From an optimization exercise on the open Yosys and OpenROAD flow, aimed at a short achievable clock period and few clock cycles; shortcuts taken in it are not production practice. Function was checked by simulation only, so behaviour that the tests miss may differ from the original. Power figures rest on the tool's default switching activity, not on a simulated workload.

## flow/config.mk

```make
export PLATFORM = sky130hd
export DESIGN_NAME = opc6cpu
export DESIGN_NICKNAME = opc6cpu
export VERILOG_FILES = /design/flow/design.v
export SDC_FILE = /design/flow/constraint.sdc
export NUM_CORES = 4
export LEC_CHECK = 0
export CAP_MARGIN = 20
export CORE_MARGIN = 2
export CORE_UTILIZATION = 40
export SLEW_MARGIN = 20
```

## flow/constraint.sdc

```tcl
create_clock -name core_clock -period 8.0 [get_ports {clk}]
set_input_delay 1.6000 -clock core_clock [delete_from_list [all_inputs] [get_ports {clk}]]
set_output_delay 1.6000 -clock core_clock [all_outputs]
set_load 0.01 [all_outputs]
```

## flow/design.v

```verilog
module opc6cpu(
    input[15:0] din,             
    input clk,
    input reset_b,
    input[1:0] int_b,            
    input clken,                 
    output vpa,
    output vda,
    output vio,
    output[15:0] dout,           
    output[15:0] address,        
    output rnw);                 
    localparam MOV=5'h0,AND=5'h1,OR=5'h2,XOR=5'h3,ADD=5'h4,ADC=5'h5,STO=5'h6,LD=5'h7,ROR=5'h8,JSR=5'h9,SUB=5'hA,SBC=5'hB,INC=5'hC,LSR=5'hD,DEC=5'hE,ASR=5'hF;
    localparam HLT=5'h10,BSWP=5'h11,PPSR=5'h12,GPSR=5'h13,RTI=5'h14,NOT=5'h15,OUT=5'h16,IN=5'h17,PUSH=5'h18,POP=5'h19,CMP=5'h1A,CMPC=5'h1B;
    localparam EI=3,S=2,C=1,Z=0,INT_VECTOR0=16'h0002,INT_VECTOR1=16'h0004;
    reg s_fet0, s_fet1, s_ead, s_rdm, s_exec, s_wrm, s_int;
    reg [15:0] RF_q[14:1];
    reg [15:0] PC_q, PCI_q;
    reg [3:0]  PSRI_q;
    reg [7:0]  PSR_q;
    reg [4:0]  op_q;
    reg [3:0]  src_q, dst_q;
    reg        ld_q, sto_q, wbk_q, io_q, useor_q, src15_q, dst15_q, pred_q, direct_q;
    reg [15:0] OR_q, A_q, B_q;
    reg [15:0] addr_q, dout_q;
    reg        vpa_q, vda_q, vio_q, rnw_q;
    assign address = addr_q;
    assign dout    = dout_q;
    assign vpa     = vpa_q;
    assign vda     = vda_q;
    assign vio     = vio_q;
    assign rnw     = rnw_q;
    wire [15:0] Ad      = dst15_q ? PC_q : A_q;       
    wire [15:0] Bs      = src15_q ? PC_q : B_q;       
    wire [15:0] operand = useor_q ? OR_q : Bs;
    reg  [15:0] result;
    reg         zero, carry, sign, enable_int;
    reg  [3:0]  swiid;
    always @( * ) begin
        case (op_q)
            AND,OR               :{carry,result} = {PSR_q[C],(op_q[0])?(Ad & operand):(Ad | operand)};
            ADD,ADC,INC          :{carry,result} = Ad + operand + (op_q[0] & PSR_q[C]);
            SUB,SBC,CMP,CMPC,DEC :{carry,result} = Ad + (operand ^ 16'hFFFF) + ((op_q[0])?PSR_q[C]:1);
            XOR,GPSR             :{carry,result} = (op_q[4])?{PSR_q[C],8'b0,PSR_q}:{PSR_q[C],Ad ^ operand};
            NOT,BSWP             :{result,carry} = (op_q[2])? {~operand,PSR_q[C]} : {operand[7:0],operand[15:8],PSR_q[C]};
            ROR,ASR,LSR          :{result,carry} = {(op_q[2]==0)?PSR_q[C]:(op_q[0]==1)?operand[15]:1'b0,operand};
            default              :{carry,result} = {PSR_q[C],operand} ;
        endcase
        {swiid,enable_int,sign,carry,zero} = (op_q==PPSR)?operand[7:0]:(!dst15_q)?{PSR_q[7:3],result[15],carry,!(|result)}:PSR_q;
    end
    wire        x_jsr   = (op_q==JSR);
    wire        x_rti   = (op_q==RTI);
    wire        x_we    = s_exec && !((op_q==CMP)||(op_q==CMPC)) && !dst15_q && (dst_q!=4'h0);
    wire [15:0] x_wdata = x_jsr ? PC_q : result;
    wire        hw_int  = !(&int_b) && PSR_q[EI];
    wire        x_toint = hw_int || ((op_q==PPSR) && (|swiid));
    wire        x_jump  = dst15_q || x_jsr;
    wire        d_page2 = (din[15:13]==3'b001);
    wire [4:0]  d_op    = {d_page2,din[11:8]};
    wire        d_long  = din[12];
    wire        d_ld    = (din[11:8]==4'h7) || (d_op==POP);
    wire        d_sto   = (din[11:8]==4'h6) || (d_op==PUSH);
    wire        d_wbk   = (d_op==PUSH) || (d_op==POP);
    wire        d_io    = (d_op==IN) || (d_op==OUT);
    wire        d_useor = d_long || d_ld || (d_op==INC) || (d_op==DEC) || d_wbk;
    wire [15:0] d_or    = {16{d_op==PUSH}}^({12'b0,(d_op==DEC)||(d_op==INC)?din[7:4]:{3'b0,(d_op==POP)}});
    wire [3:0]  d_src   = din[7:4];
    wire [3:0]  d_dst   = din[3:0];
    wire        pred_old = d_page2 || (din[13] ^ (din[14] ? (din[15] ? PSR_q[S] : PSR_q[Z]) : (din[15] ? PSR_q[C] : 1'b1)));
    wire        pred_new = d_page2 || (din[13] ^ (din[14] ? (din[15] ? sign : zero) : (din[15] ? carry : 1'b1)));
    wire        p       = s_exec ? pred_new : pred_old;
    wire [15:0] rf_s    = ((d_src==4'h0)||(d_src==4'hF)) ? 16'h0 : RF_q[d_src];
    wire [15:0] rf_d    = ((d_dst==4'h0)||(d_dst==4'hF)) ? 16'h0 : RF_q[d_dst];
    wire [15:0] src_f   = (x_we && (d_src==dst_q)) ? x_wdata : rf_s;
    wire [15:0] dst_f   = (x_we && (d_dst==dst_q)) ? x_wdata : rf_d;
    wire [15:0] PC_p1   = PC_q + 16'd1;
    wire [15:0] PC_p2   = PC_q + 16'd2;
    wire [15:0] PCI_p1  = PCI_q + 16'd1;
    wire        rti_d   = s_exec && x_rti;
    wire [15:0] nb1     = rti_d ? PCI_q  : PC_p1;
    wire [15:0] nb2     = rti_d ? PCI_p1 : PC_p2;
    wire [15:0] val_src = (d_src==4'hF) ? PC_p1 : src_f;    
    wire [15:0] val_dst = (d_dst==4'hF) ? PC_p1 : dst_f;
    wire        d_smem  = !d_long && (d_ld || d_sto);
    wire        d_sjmp  = !d_long && !d_page2 && (din[11:8]==4'h0) && (d_dst==4'hF) && !hw_int && !rti_d;
    wire        d_direct= d_smem && (d_op!=PUSH) && !rti_d;
    wire [15:0] f1_src  = src15_q ? PC_p1 : B_q;
    wire        f1_mem  = ld_q || sto_q;
    wire [15:0] f1_ea   = ((dst_q==4'h0) && !f1_mem) ? din : f1_src + din;
    wire        f1_jmp  = x_jsr || ((op_q==MOV) && dst15_q);
    wire [15:0] e_ea    = Bs + OR_q;
    always @(posedge clk)
        if (clken) begin
            if (!reset_b) begin
                {s_fet0,s_fet1,s_ead,s_rdm,s_exec,s_wrm,s_int} <= 7'b1000000;
                {PC_q,PCI_q,PSRI_q,PSR_q} <= 0;
                addr_q <= 16'h0;
                {vpa_q,vda_q,vio_q,rnw_q} <= 4'b1001;
            end else begin
                {s_fet0,s_fet1,s_ead,s_rdm,s_exec,s_wrm,s_int} <= 7'b0;
                {vpa_q,vda_q,vio_q,rnw_q} <= 4'b0001;
                if (s_fet0 || (s_exec && !x_toint && !x_jump)) begin
                    op_q    <= d_op;
                    src_q   <= d_src;
                    dst_q   <= d_dst;
                    ld_q    <= d_ld;
                    sto_q   <= d_sto;
                    wbk_q   <= d_wbk;
                    io_q    <= d_io;
                    useor_q <= d_useor;
                    src15_q <= (d_src==4'hF);
                    dst15_q <= (d_dst==4'hF);
                    OR_q    <= d_or;
                    A_q     <= dst_f;
                    B_q     <= src_f;
                    dout_q  <= val_dst;
                    pred_q  <= p;
                    direct_q<= d_direct;
                    if (!p) begin
                        s_fet0 <= 1'b1;
                        PC_q   <= d_long ? nb2 : nb1;
                        addr_q <= d_long ? nb2 : nb1;
                        vpa_q  <= 1'b1;
                    end else if (d_long) begin
                        s_fet1 <= 1'b1;
                        PC_q   <= nb1;
                        addr_q <= nb1;
                        vpa_q  <= 1'b1;
                    end else if (d_sjmp) begin
                        s_fet0 <= 1'b1;
                        PC_q   <= val_src;
                        addr_q <= val_src;
                        vpa_q  <= 1'b1;
                    end else if (d_direct) begin
                        s_rdm  <= d_ld;
                        s_wrm  <= d_sto;
                        PC_q   <= nb1;
                        addr_q <= val_src;
                        vda_q  <= !d_io;
                        vio_q  <= d_io;
                        rnw_q  <= !d_sto;
                    end else if (d_smem) begin
                        s_ead  <= 1'b1;
                        PC_q   <= nb1;
                    end else begin
                        s_exec <= 1'b1;
                        PC_q   <= nb1;
                        addr_q <= nb1;
                        vpa_q  <= 1'b1;
                    end
                end
                if (s_exec) begin
                    PSR_q <= x_rti ? {4'b0,PSRI_q} : {swiid,enable_int,sign,carry,zero};
                    if (x_we)
                        RF_q[dst_q] <= x_wdata;
                    if (x_toint) begin
                        s_int <= 1'b1;
                        PC_q  <= x_rti ? PCI_q : x_jump ? result : PC_q;
                    end else if (x_jump) begin
                        s_fet0 <= 1'b1;
                        PC_q   <= x_rti ? PCI_q : result;
                        addr_q <= x_rti ? PCI_q : result;
                        vpa_q  <= 1'b1;
                    end
                end
                if (s_fet1) begin
                    if (!pred_q) begin
                        s_fet0 <= 1'b1;
                        PC_q   <= PC_p1;
                        addr_q <= PC_p1;
                        vpa_q  <= 1'b1;
                    end else if (ld_q) begin
                        s_rdm  <= 1'b1;
                        OR_q   <= f1_ea;
                        PC_q   <= PC_p1;
                        addr_q <= (op_q==POP) ? f1_src : f1_ea;
                        vda_q  <= !io_q;
                        vio_q  <= io_q;
                    end else if (sto_q) begin
                        s_wrm  <= 1'b1;
                        OR_q   <= f1_ea;
                        PC_q   <= PC_p1;
                        addr_q <= f1_ea;
                        dout_q <= dst15_q ? PC_p1 : A_q;
                        vda_q  <= !io_q;
                        vio_q  <= io_q;
                        rnw_q  <= 1'b0;
                    end else if (f1_jmp) begin
                        PC_q   <= f1_ea;
                        addr_q <= f1_ea;
                        if (hw_int)
                            s_int <= 1'b1;
                        else begin
                            s_fet0 <= 1'b1;
                            vpa_q  <= 1'b1;
                        end
                        if (x_jsr) begin
                            if (!dst15_q && (dst_q!=4'h0))
                                RF_q[dst_q] <= PC_p1;
                            if (!dst15_q)
                                PSR_q[S:Z] <= {f1_ea[15],PSR_q[C],!(|f1_ea)};
                        end
                    end else begin
                        s_exec <= 1'b1;
                        OR_q   <= f1_ea;
                        PC_q   <= PC_p1;
                        addr_q <= PC_p1;
                        vpa_q  <= 1'b1;
                    end
                end
                if (s_ead) begin
                    OR_q <= e_ea;
                    if (ld_q) begin
                        s_rdm  <= 1'b1;
                        addr_q <= (op_q==POP) ? Bs : e_ea;
                        vda_q  <= !io_q;
                        vio_q  <= io_q;
                    end else if (sto_q) begin
                        s_wrm  <= 1'b1;
                        addr_q <= e_ea;
                        dout_q <= dst15_q ? PC_q : A_q;
                        vda_q  <= !io_q;
                        vio_q  <= io_q;
                        rnw_q  <= 1'b0;
                    end else begin
                        s_exec <= 1'b1;
                        addr_q <= PC_q;
                        vpa_q  <= 1'b1;
                    end
                end
                if (s_rdm) begin
                    OR_q   <= din;
                    s_exec <= 1'b1;
                    addr_q <= PC_q;
                    vpa_q  <= 1'b1;
                    if (wbk_q && !src15_q && (src_q!=4'h0))
                        RF_q[src_q] <= direct_q ? B_q + 16'd1 : OR_q;
                end
                if (s_wrm) begin
                    addr_q <= PC_q;
                    if (hw_int)
                        s_int <= 1'b1;
                    else begin
                        s_fet0 <= 1'b1;
                        vpa_q  <= 1'b1;
                    end
                    if (wbk_q && !src15_q && (src_q!=4'h0))
                        RF_q[src_q] <= OR_q;
                end
                if (s_int) begin
                    {PC_q,PCI_q,PSRI_q,PSR_q[EI]} <= {(!int_b[1])?INT_VECTOR1:INT_VECTOR0,PC_q,PSR_q[3:0],1'b0};
                    addr_q <= (!int_b[1])?INT_VECTOR1:INT_VECTOR0;
                    s_fet0 <= 1'b1;
                    vpa_q  <= 1'b1;
                end
                if (!(s_fet0|s_fet1|s_ead|s_rdm|s_exec|s_wrm|s_int)) begin
                    s_fet0 <= 1'b1;
                    addr_q <= PC_q;
                    vpa_q  <= 1'b1;
                end
            end
        end
endmodule
```

## flow/run.sh

```bash
#!/bin/bash
# synth_recipe.tcl (not shown) runs the flow's synth.tcl, then flattens the netlist and writes it again
# the make line also repeats each setting of config.mk as NAME=value (left out here)
make -C /OpenROAD-flow-scripts/flow DESIGN_CONFIG=/design/flow/config.mk WORK_HOME=/design/flow/orfs CLKGATE_MAP_FILE= SYNTH_SCRIPT=/design/flow/synth_recipe.tcl finish
```

==> metrics.md <==
| Metric | Value |
|---|---|
| Outcome | `no timing/DRC/antenna violations` |
| Worst-Skew Late Latency | `650 ps` |
| Crit Path Class | `reg -> reg` |
| Worst hold slack | `590 ps` |
| Leakage | `13.7 nW` |
| Final setup fails | `0` |
| Post_cts resized | `0` |
| Hold worst-path end | `PSR_q[5]$_SDFFCE_PP0P_` |
| IO Port Bufs | `56` |
| Max VDD drop | `0.000173 V` |
| Post-Route Setup TNS | `0 ps` |
| Pint | `4.24 mW` |
| GR Overflow Total | `0` |
| CTS max path bufs | `3` |
| Worst reg2reg path depth | `16` |
| Power share of the clock group | `33.1%` |
| Post-CTS Hold Buffers | `0` |
| Reg-to-reg critical path startpoint | `src15_q$_DFFE_PP_` |
| Max-Cap Viols | `0` |
| # DRC | `0` |
| Period utilisation layout | `89.8%` |
| Worst EP required | `8400 ps` |
| Total GRT Usage | `37.3%` |
| Post-synth ARST share | `0%` |
| Core area | `80,200 µm²` |
| Fmax | `139 MHz` |
| Final hold violation count | `0` |
| Vias in the first global route | `29,752` |
| Pre-antenna DRT Iters | `10` |
| Fraction of layout cells with a size suffix above 1 | `12.2%` |
| Hold_sp | `PSR_q[5]$_SDFFCE_PP0P_` |
| H-Tree Depth | `2` |
| Critical Path End Type | `register` |
| Flop pwr share | `35.8%` |
| Mapped Area | `32,200 µm²` |
| Routed wire per std cell | `32.9 µm` |
| Clock transition at path regs | `70 ps` |
| YS warnings | `1` |
| GP Congestion | `1.14` |
| PwrDens | `189 nW/µm²` |
| Top_reg_cell synth | `edfxtp_1` |
| Worst-path cell chain | `mux2_2, mux2i_2, ha_1, inv_1, a21o_1, a211oi_1, and3_1, o21ai_0, a32oi_1, or4_4, nor4b_4, and4_1, nor4_1, o21ai_0, o211ai_1, nand3_1` |
| First-pass GRT wire length | `222,000 µm` |
| Top Ports | `57` |
| Worst-margin pin slew | `1250 ps` |
| Die W | `288 µm` |
| DRT Wirelength | `158,000 µm` |
| Die Ht | `288 µm` |
| Reg-to-reg endpoint | `addr_q[15]$_SDFFCE_PN0P_` |
| Critical Path AT | `7580 ps` |
| Seq cells post-synth | `381` |
| Hold Crit Class | `reg -> reg` |
| Post-synthesis cell type count | `98` |
| Pin count of the biggest net entering global routing | `72` |
| Syn_nets | `3,839` |
| Post-synth EDFFs | `381` |
| CTS tree | `yes` |
| Rel. slew slack | `14.1%` |
| Worst Path Buf+Inv | `1` |
| DP HPWL | `113,000 µm` |
| Tmin final | `7180 ps` |
| Worst path top cell family by delay | `compound AO/OA/AOI/OAI gates` |
| Antenna violations before repair | `10` |
| Crit-path most repeated cell | `o21ai_0` |
| Initial drt markers | `5,156` |
| Via-to-Cell Ratio | `6.76` |
| Crit path launch type | `register` |
| Synthesized instance count | `3,724` |
| Final nets | `3,805` |
| Switch Pwr | `2.53 mW` |
| Net Sw Frac | `37.4%` |
| Final Skew | `57.4 ps` |
| Antenna Nets Post-Route | `0` |
| Logic gate share of total power | `31.0%` |
| CP max stage cell | `a32oi_1` |
| Syn Area/Cell | `8.65 µm²` |
| Clock sink count | `381` |
| Via count | `32,379` |
| Placement Rows | `104` |
| Register area share after synthesis | `35.5%` |
| Crit path max fanout | `16` |
| Die area | `82,800 µm²` |
| Final Slew Violations | `0` |
| RSZ-0062 raised after global routing | `no` |
| Final Util | `44.8%` |
| Setup Buffers After CTS | `0` |
| Flop2flop setup slack | `820 ps` |
| Num CTS Buffers | `48` |
| CTS Root Cell | `clkbuf_16` |
| Layout Area Growth over Synthesis | `11.5%` |
| Hold Path Stages | `2` |
| Worst path max stage delay | `1030 ps` |
| Initial Util | `40.2%` |
-- registers in the layout, summed over array words and instances (netlist names), 4 cells and up --
| signal | flops |
|---|---|
| A_q | 16 |
| B_q | 16 |
| OR_q | 16 |
| PCI_q | 16 |
| PC_q | 16 |
| PSRI_q | 4 |
| PSR_q | 8 |
| RF_q | 224 |
| addr_q | 16 |
| dout_q | 16 |
| dst_q | 4 |
| op_q | 5 |
| src_q | 4 |
-- placed cells by master, fill, tap and decap left out, types with 81 or more instances in the layout --
master and count:
a211oi_1 85, a21oi_1 395, buf_4 172, edfxtp_1 381
ha_1 88, inv_1 85, mux2i_1 200, mux4_2 81
nand2_1 422, nand3_1 88, nor2_1 449, o21ai_0 293
-- worst max path at each step --
| stage | startpoint | to | slack, ps | cells after the start |
|---|---|---|---|---|
| floorplan | dst15_q$_DFFE_PP_ | addr_q[2]$_SDFFCE_PN0P_ | 2420 | 24 |
| global placement | src15_q$_DFFE_PP_ | addr_q[15]$_SDFFCE_PN0P_ | 1150 | 16 |
| detailed placement | src15_q$_DFFE_PP_ | addr_q[10]$_SDFFCE_PN0P_ | 1170 | 17 |
| CTS | src15_q$_DFFE_PP_ | addr_q[10]$_SDFFCE_PN0P_ | 1190 | 17 |
| global route | src15_q$_DFFE_PP_ | addr_q[15]$_SDFFCE_PN0P_ | 750 | 16 |
| finish | src15_q$_DFFE_PP_ | addr_q[15]$_SDFFCE_PN0P_ | 820 | 16 |
-- cells in the mapped netlist (all sizes together), types with 14 or more instances --
master,n,area [µm²]
nor2,451,1690
nand2,423,1600
a21oi,400,2000
edfxtp,381,11400
o21ai,337,1700
clkbuf,255,958
mux2i,207,2120
inv,96,365
nand3,89,450
ha,88,1100
a211oi,87,663
mux4,81,1820
nor3,75,380
buf,55,264
mux2,47,552
xnor2,45,394
xor2,39,342
o22ai,37,231
a31oi,33,206
and2,32,200
o211ai,31,233
a21o,30,225
and3,29,181
nand2b,27,169
nand4,25,178
nor2b,21,131
o31ai,21,176
o221ai,18,158
a22oi,17,128
o21a,14,105
-- worst register-to-register path, delay by kind of cell, from the launching register on --
family / cells / cell delay (ps)
buf+inv: 1 / 130
simple gates: 6 / 1830
flops: 1 / 940
fa+ha+maj: 1 / 470
compound gates: 6 / 2620
mux: 2 / 970
-- cell type report --
type	count	area, µm²
fillers	7984	44300
multi-input cells	2931	19300
flip-flops and latches	381	11400
repair buffers	226	1820
well taps	1060	1330
clock buffers	60	1250
inverters	102	388
clock inverters	29	329
diodes	4	10.0
-- power by group through the flow --
stage | Combinational [mW] | Clock, mW | Sequential, mW
after global placement | 1.97 | 0 | 2.46
after detailed placement | 1.97 | 0 | 2.46
after global routing | 2.18 | 2.31 | 2.43
final | 2.10 | 2.24 | 2.43
after CTS | 1.98 | 2.25 | 2.42
after floorplan | 1.21 | 0 | 2.41
-- kinds of logic (layout without fill, tap and decap cells) --
kind of cell / count (synthesis) / in the layout / synth area share, %
and+or+nand+nor: 1238 / 1238 / 17.0
other: 0 / 4 / 0
muxes: 335 / 335 / 14.0
AOI/OAI and AO/OA: 1180 / 1180 / 22.4
DFF: 381 / 381 / 35.5
xor gates and xnor gates: 84 / 84 / 2.29
adders and majority gates: 94 / 94 / 3.79
buffers and inverters: 412 / 417 / 5.00
-- metal layers --
metal  wire (µm)  track usage (%)  share of wire [%]
met5         275             1.10               0.17
met4       12100             22.6                7.7
met3       19900             11.2                 13
met2       64900             53.7                 41
met1       60400             48.9                 38
-- through the flow --
stage | instances | total power [mW] | worst slack, ps | area (µm²)
floorplan | 3724 | 3.61 | 2420 | 32200
global placement | 4696 | 4.43 | 1150 | 34200
detailed placement | 4699 | 4.43 | 1170 | 34300
CTS | 4788 | 6.65 | 1190 | 35800
global route | 4790 | 6.91 | 752 | 35900
finish | 4793 | 6.77 | 815 | 35900
Testbench counts, summed over its fixed seeds: cycles 110,430.

[what the ideal ports hide]
The flow's constraints put no driver on any port. The routed layout listed below was extracted and timed again, unchanged, in two steps. Step 1, drivers: a clkbuf_16 drives clk and a buf_2 each remaining input, both assumed. Step 2, shift: input delay + t, output delay - t, t = (earliest + latest rising clock arrival at the registers) / 2. This alone moves slack from input paths to output paths. Slacks: ideal / step 1 / step 2; pairs: ideal / step 1.
t, ns: 0.694
setup WS [ns]: 0.815 / 0.815 / 0.815
hold WS [ns]: 0.590 / 0.590 / 0.590
worst setup path after step 2: register to register
After both steps this run still meets setup and hold. The setup slack of this run moves by 0.000 ns with the drivers and by 0.000 ns with both steps.
